Source: an optimization exercise on an open RTL-to-GDS flow (aim: small area and a short achievable clock period). Production flows keep margins and buffers that such runs may drop. Power is estimated from default activity; no workload was simulated.

==> flow/design.v <==
`timescale 1ns / 1ps
module RISCuva0 ( clk, reset,
                  progAddress, progData, progReset,
                  dataIn, dataOut,
                  portAddress, portRead, portWrite,
                  intReq, intAck );
    input        clk, reset;
    output [9:0] progAddress;
    input [13:0] progData;
    output       progReset;
    input  [7:0] dataIn;
    output [7:0] dataOut;
    output [7:0] portAddress;
    output       portRead;
    output       portWrite;
    input        intReq;
    output       intAck;
    wire [1:0] opA = progData[13:12];
    wire [1:0] opB = progData[11:10];
    wire [1:0] opC = progData[9:8];
    wire [3:0] rM  = progData[7:4];
    wire [3:0] rN  = progData[3:0];
    wire [9:0] immAddr = progData[9:0];
    wire [7:0] immData = progData[11:4];
    wire MISC = (opA == 2'b00);
    wire JP   = (opA == 2'b01);
    wire LOAD = (opA == 2'b10);
    wire ALU  = (opA == 2'b11);
    wire rets    = MISC & (opB == 2'b10);
    wire onRet   = rets & ~opC[1];               
    wire isRETI  = rets & (opC == 2'b01);
    wire isDI    = rets & (opC == 2'b10);
    wire isEI    = rets & (opC == 2'b11);
    wire isCALL  = MISC & (opB == 2'b00);
    wire writeRF = opA[1];                       
    logic [7:0]  rf [0:15];
    logic [11:0] stackMem [0:15];
    logic [3:0]  SP;
    logic [9:0]  PC;
    logic [7:0]  nextPort;
    logic        zeroFlag, carryFlag;
    logic        userEI, intAckR, callingIRQ;
    wire [7:0] busN = rf[rN];
    wire [7:0] busM = rf[rM];
    assign portRead  = ALU & (opB == 2'b11);
    assign portWrite = MISC & (opB == 2'b11);
    assign dataOut   = busN;
    assign portAddress = (opC == 2'b00) ? busM :
                         (opC == 2'b01) ? nextPort : {3'b111, progData[8:4]};
    assign intAck = intAckR;
    logic [7:0] logicALU;
    logic       logicCarry;
    always_comb
        case (opC)
            2'b00: begin logicALU = busM;           logicCarry = carryFlag; end
            2'b01: begin logicALU = busN ~^ busM;   logicCarry = carryFlag; end
            2'b10: begin logicALU = busN | busM;    logicCarry = 1'b0;      end
            default: begin logicALU = busN & busM;  logicCarry = 1'b1;      end
        endcase
    wire       isSub = opC[1];
    wire [7:0] altM  = isSub ? ~busM : busM;
    wire       cin   = opC[0] ? (isSub ? ~carryFlag : carryFlag) : isSub;
    wire [7:0] hx = busN ^ altM;
    wire [7:0] ho = busN | altM;
    wire [7:0] g0 = busN & altM;
    wire [7:0] p0 = hx;
    wire [7:0] g1, p1, g2, p2, g3, p3;
    assign g1[0] = g0[0];              assign p1[0] = p0[0];
    assign g1[7:1] = g0[7:1] | (p0[7:1] & g0[6:0]);
    assign p1[7:1] = p0[7:1] & p0[6:0];
    assign g2[1:0] = g1[1:0];          assign p2[1:0] = p1[1:0];
    assign g2[7:2] = g1[7:2] | (p1[7:2] & g1[5:0]);
    assign p2[7:2] = p1[7:2] & p1[5:0];
    assign g3[3:0] = g2[3:0];          assign p3[3:0] = p2[3:0];
    assign g3[7:4] = g2[7:4] | (p2[7:4] & g2[3:0]);
    assign p3[7:4] = p2[7:4] & p2[3:0];
    wire [8:1] c = g3 | (p3 & {8{cin}});
    wire [7:0] arithALU   = hx ^ {c[7:1], cin};
    wire       arithCarry = isSub ? ~c[8] : c[8];
    wire       arithZero = ~(hx[0] ^ cin) & ((hx[7:1] ^ ho[6:0]) == 7'b0);
    logic [7:0] shiftALU;
    logic       shiftCarry;
    always_comb
        case (opC)
            2'b00: {shiftALU, shiftCarry} = {busN[7], busN};
            2'b01: {shiftALU, shiftCarry} = {carryFlag, busN};
            2'b10: {shiftALU, shiftCarry} = {busN[0], busN};
            default: {shiftALU, shiftCarry} = {busN[6:0], busN[7], busN[7]};
        endcase
    logic [7:0] aluRes;
    logic       aluZero;
    always_comb
        case (opB)
            2'b00: begin aluRes = logicALU; aluZero = (logicALU == 8'h00); end
            2'b01: begin aluRes = arithALU; aluZero = arithZero;            end
            2'b10: begin aluRes = shiftALU; aluZero = (shiftALU == 8'h00); end
            default: begin aluRes = dataIn; aluZero = (dataIn == 8'h00);    end
        endcase
    wire [7:0] dataBus  = opA[0] ? aluRes  : immData;
    wire       dataZero = opA[0] ? aluZero : (immData == 8'h00);
    always @(posedge clk)
        for (int i = 0; i < 16; i++)
            if (reset && i < 2)
                rf[i] <= (i == 1) ? 8'd1 : 8'd0;
            else if (~reset && writeRF && rN == i)
                rf[i] <= dataBus;
    always @(posedge clk)
        if (reset)
            nextPort <= 8'd0;
        else if (portRead | portWrite)
            nextPort <= portAddress + 8'd1;
    wire mayIRQ   = ~(rets | portWrite | portRead);
    wire validIRQ = intReq & ~intAckR & userEI & mayIRQ;
    always @(posedge clk) begin
        if (reset)     userEI <= 1'b0;
        else if (isDI) userEI <= 1'b0;
        else if (isEI) userEI <= 1'b1;
        if (reset)         intAckR <= 1'b0;
        else if (validIRQ) intAckR <= 1'b1;
        else if (isRETI)   intAckR <= 1'b0;
        if (reset) callingIRQ <= 1'b0;
        else       callingIRQ <= validIRQ;
    end
    wire [3:0]  SPp1     = SP + 4'd1;
    wire [11:0] stackTop = stackMem[SP];
    always @(posedge clk)
        if (isRETI)
            {carryFlag, zeroFlag} <= stackTop[11:10];
        else begin
            if (writeRF)
                zeroFlag <= dataZero;
            if (ALU & (opB != 2'b11))
                carryFlag <= (opB == 2'b00) ? logicCarry :
                             (opB == 2'b10) ? shiftCarry : arithCarry;
        end
    logic validFlag;
    always_comb
        case (opB)
            2'b00: validFlag =  zeroFlag;
            2'b01: validFlag = ~zeroFlag;
            2'b10: validFlag =  carryFlag;
            default: validFlag = ~carryFlag;
        endcase
    wire       onJump = (MISC & ~opB[1]) | (JP & validFlag);
    wire [9:0] incrPC = callingIRQ ? PC : PC + 10'd1;
    wire [9:0] nextPC = onJump ? {immAddr[9:1], immAddr[0] | callingIRQ} :
                        onRet  ? stackTop[9:0] : incrPC;
    always @(posedge clk)
        if (reset) PC <= 10'd0;
        else       PC <= nextPC;
    assign progAddress = nextPC;
    assign progReset   = reset | validIRQ;
    always @(posedge clk)
        if (reset)       SP <= 4'd15;
        else if (isCALL) SP <= SPp1;
        else if (onRet)  SP <= SP - 4'd1;
    always @(posedge clk)
        if (isCALL)
            stackMem[SPp1] <= {carryFlag, zeroFlag, incrPC};
endmodule
export LEC_CHECK = 0
export ABC_AREA = 1
export CAP_MARGIN = 20
export CORE_MARGIN = 2
export CORE_UTILIZATION = 50
export SETUP_SLACK_MARGIN = 2.0
export SLEW_MARGIN = 20
create_clock -name core_clock -period 7.0 [get_ports {clk}]
standard.sh (not shown) runs the stock make flow with config.mk's settings and CLKGATE_MAP_FILE= SYNTH_SCRIPT=/design/flow/synth_recipe.tcl, a recipe that flattens the netlist after the stock synthesis.
==> flow/flow/run.sh <==
#!/bin/bash
# Standard layout, with plain buffers on the ports instead of the delay cells
# buffer_ports picks by default.
set -euo pipefail
bash standard.sh "BUFFER_PORTS_ARGS=-buffer_cell sky130_fd_sc_hd__buf_1" finish > standard.log 2>&1
Rerun with:
==> flow/run.sh (new file) <==
#!/bin/bash
# synth_recipe.tcl (not shown) runs the flow's synth.tcl, then flattens the netlist and writes it again
# the make line also repeats each setting of config.mk as NAME=value (left out here)
make -C /OpenROAD-flow-scripts/flow DESIGN_CONFIG=/design/flow/config.mk WORK_HOME=/design/flow/orfs CLKGATE_MAP_FILE= SYNTH_SCRIPT=/design/flow/synth_recipe.tcl finish
- ABC_AREA: 1 -> default
- CORE_UTILIZATION: 50 -> 40
removed: flow/flow/run.sh
removed: flow/standard.sh
What happened: Sequential share of layout area fell by 3.5 points; routed wire length fell by about 0.3%; via count drops by 9.8%; global-route usage goes down by 6.8 points; synthesized cell count fell by about 27%; final area is higher by 7.4%; sequential power hardly moves; fmax climbs by 2.0%; cell count shrinks by about 14%.
Rerun with:
==> flow/flow/run.sh (new file) <==
#!/bin/bash
# Standard layout, except that the ports get plain buffers of a chosen size
# (inputs and outputs separately) instead of the delay cells buffer_ports
# picks by default.
set -euo pipefail
here=$(pwd)
res=$here/orfs/results/sky130hd/RISCuva0/base
bash standard.sh synth floorplan > standard_floorplan.log 2>&1
cat > buffer_ports.tcl <<EOT
read_liberty \$::env(FLOW_HOME)/platforms/sky130hd/lib/sky130_fd_sc_hd__tt_025C_1v80.lib
read_db $res/2_floorplan.odb
read_sdc $res/2_floorplan.sdc
remove_buffers
buffer_ports -inputs -buffer_cell sky130_fd_sc_hd__buf_4
buffer_ports -outputs -buffer_cell sky130_fd_sc_hd__buf_2
write_db $res/2_floorplan.odb
EOT
openroad -no_init -exit buffer_ports.tcl > buffer_ports.log 2>&1
bash standard.sh DONT_BUFFER_PORTS=1 finish > standard_finish.log 2>&1
==> flow/standard.sh (new file) <==
#!/bin/bash
# synth_recipe.tcl (not shown) runs the flow's synth.tcl, then flattens the netlist and writes it again
# the make line also repeats each setting of config.mk as NAME=value (left out here)
make -C /OpenROAD-flow-scripts/flow DESIGN_CONFIG=/design/flow/config.mk WORK_HOME=/design/flow/orfs CLKGATE_MAP_FILE= SYNTH_SCRIPT=/design/flow/synth_recipe.tcl "${@:-finish}"
- ABC_AREA: default -> 1
- CORE_UTILIZATION: 40 -> 50
- CTS_BUF_LIST: default -> sky130_fd_sc_hd__clkbuf_8
- CTS_CLUSTER_DIAMETER: default -> 50
- CTS_CLUSTER_SIZE: default -> 16
removed: flow/run.sh
=>
- power goes down by roughly a tenth
- cell area drops by roughly a tenth
- non-clock buffer count goes down by 137
Rerun with:
==> flow/run.sh (new file) <==
#!/bin/bash
# synth_recipe.tcl (not shown) runs the flow's synth.tcl, then flattens the netlist and writes it again
# the make line also repeats each setting of config.mk as NAME=value (left out here)
make -C /OpenROAD-flow-scripts/flow DESIGN_CONFIG=/design/flow/config.mk WORK_HOME=/design/flow/orfs CLKGATE_MAP_FILE= SYNTH_SCRIPT=/design/flow/synth_recipe.tcl finish
- ABC_AREA: 1 -> default
- CORE_UTILIZATION: 50 -> 40
- CTS_BUF_LIST: sky130_fd_sc_hd__clkbuf_8 -> default
- CTS_CLUSTER_DIAMETER: 50 -> default
- CTS_CLUSTER_SIZE: 16 -> default
- SETUP_SLACK_MARGIN: 2.0 -> 2.6
removed: flow/flow/run.sh
removed: flow/standard.sh
Result: Sequential share of layout area fell by 11 points; routed wire length climbs by 13%; maximum frequency is higher by 6.4%; die area increases by 26%; utilization is lower by 0.74 points; critical path depth does not change; power goes up by 22%; clock power goes up by 34%; worst setup slack improves by 0.30 ns.
No functional check of the RTL was part of any run of this note.

[re-timing with driven ports]
The results above use ideal ports. As a check the final layouts listed here were re-extracted and re-timed, cells and wires unchanged. Step 1 (the two cells are an assumption about what drives the block):
set clk [get_ports {clk}]
set_driving_cell -lib_cell sky130_fd_sc_hd__clkbuf_16 $clk
set_driving_cell -lib_cell sky130_fd_sc_hd__buf_2 [delete_from_list [all_inputs] $clk]
Step 2, shift: input delay + t, output delay - t, t = (earliest + latest rising clock arrival at the registers) / 2. This alone moves slack from input paths to output paths. Slacks: no drivers / after step 1 / after step 2; pairs: no drivers / after step 1.
| run | shift t [ns] | slack for setup (ns) | worst setup path after step 2 |
|---|---|---|---|
| the first run | 0.581 | 1.898 / 1.875 / 1.627 | input to register |
| the second run | 0.603 | 1.998 / 1.949 / 1.438 | input to register |
| the third run | 0.615 | 2.088 / 1.855 / 1.529 | input to register |
| the fourth run | 0.607 | 2.385 / 2.108 / 1.684 | input to register |
After both steps every run listed still meets setup and hold. The setup slack of the fourth run, which loses most, moves by -0.277 ns with the drivers and by -0.701 ns with both steps.
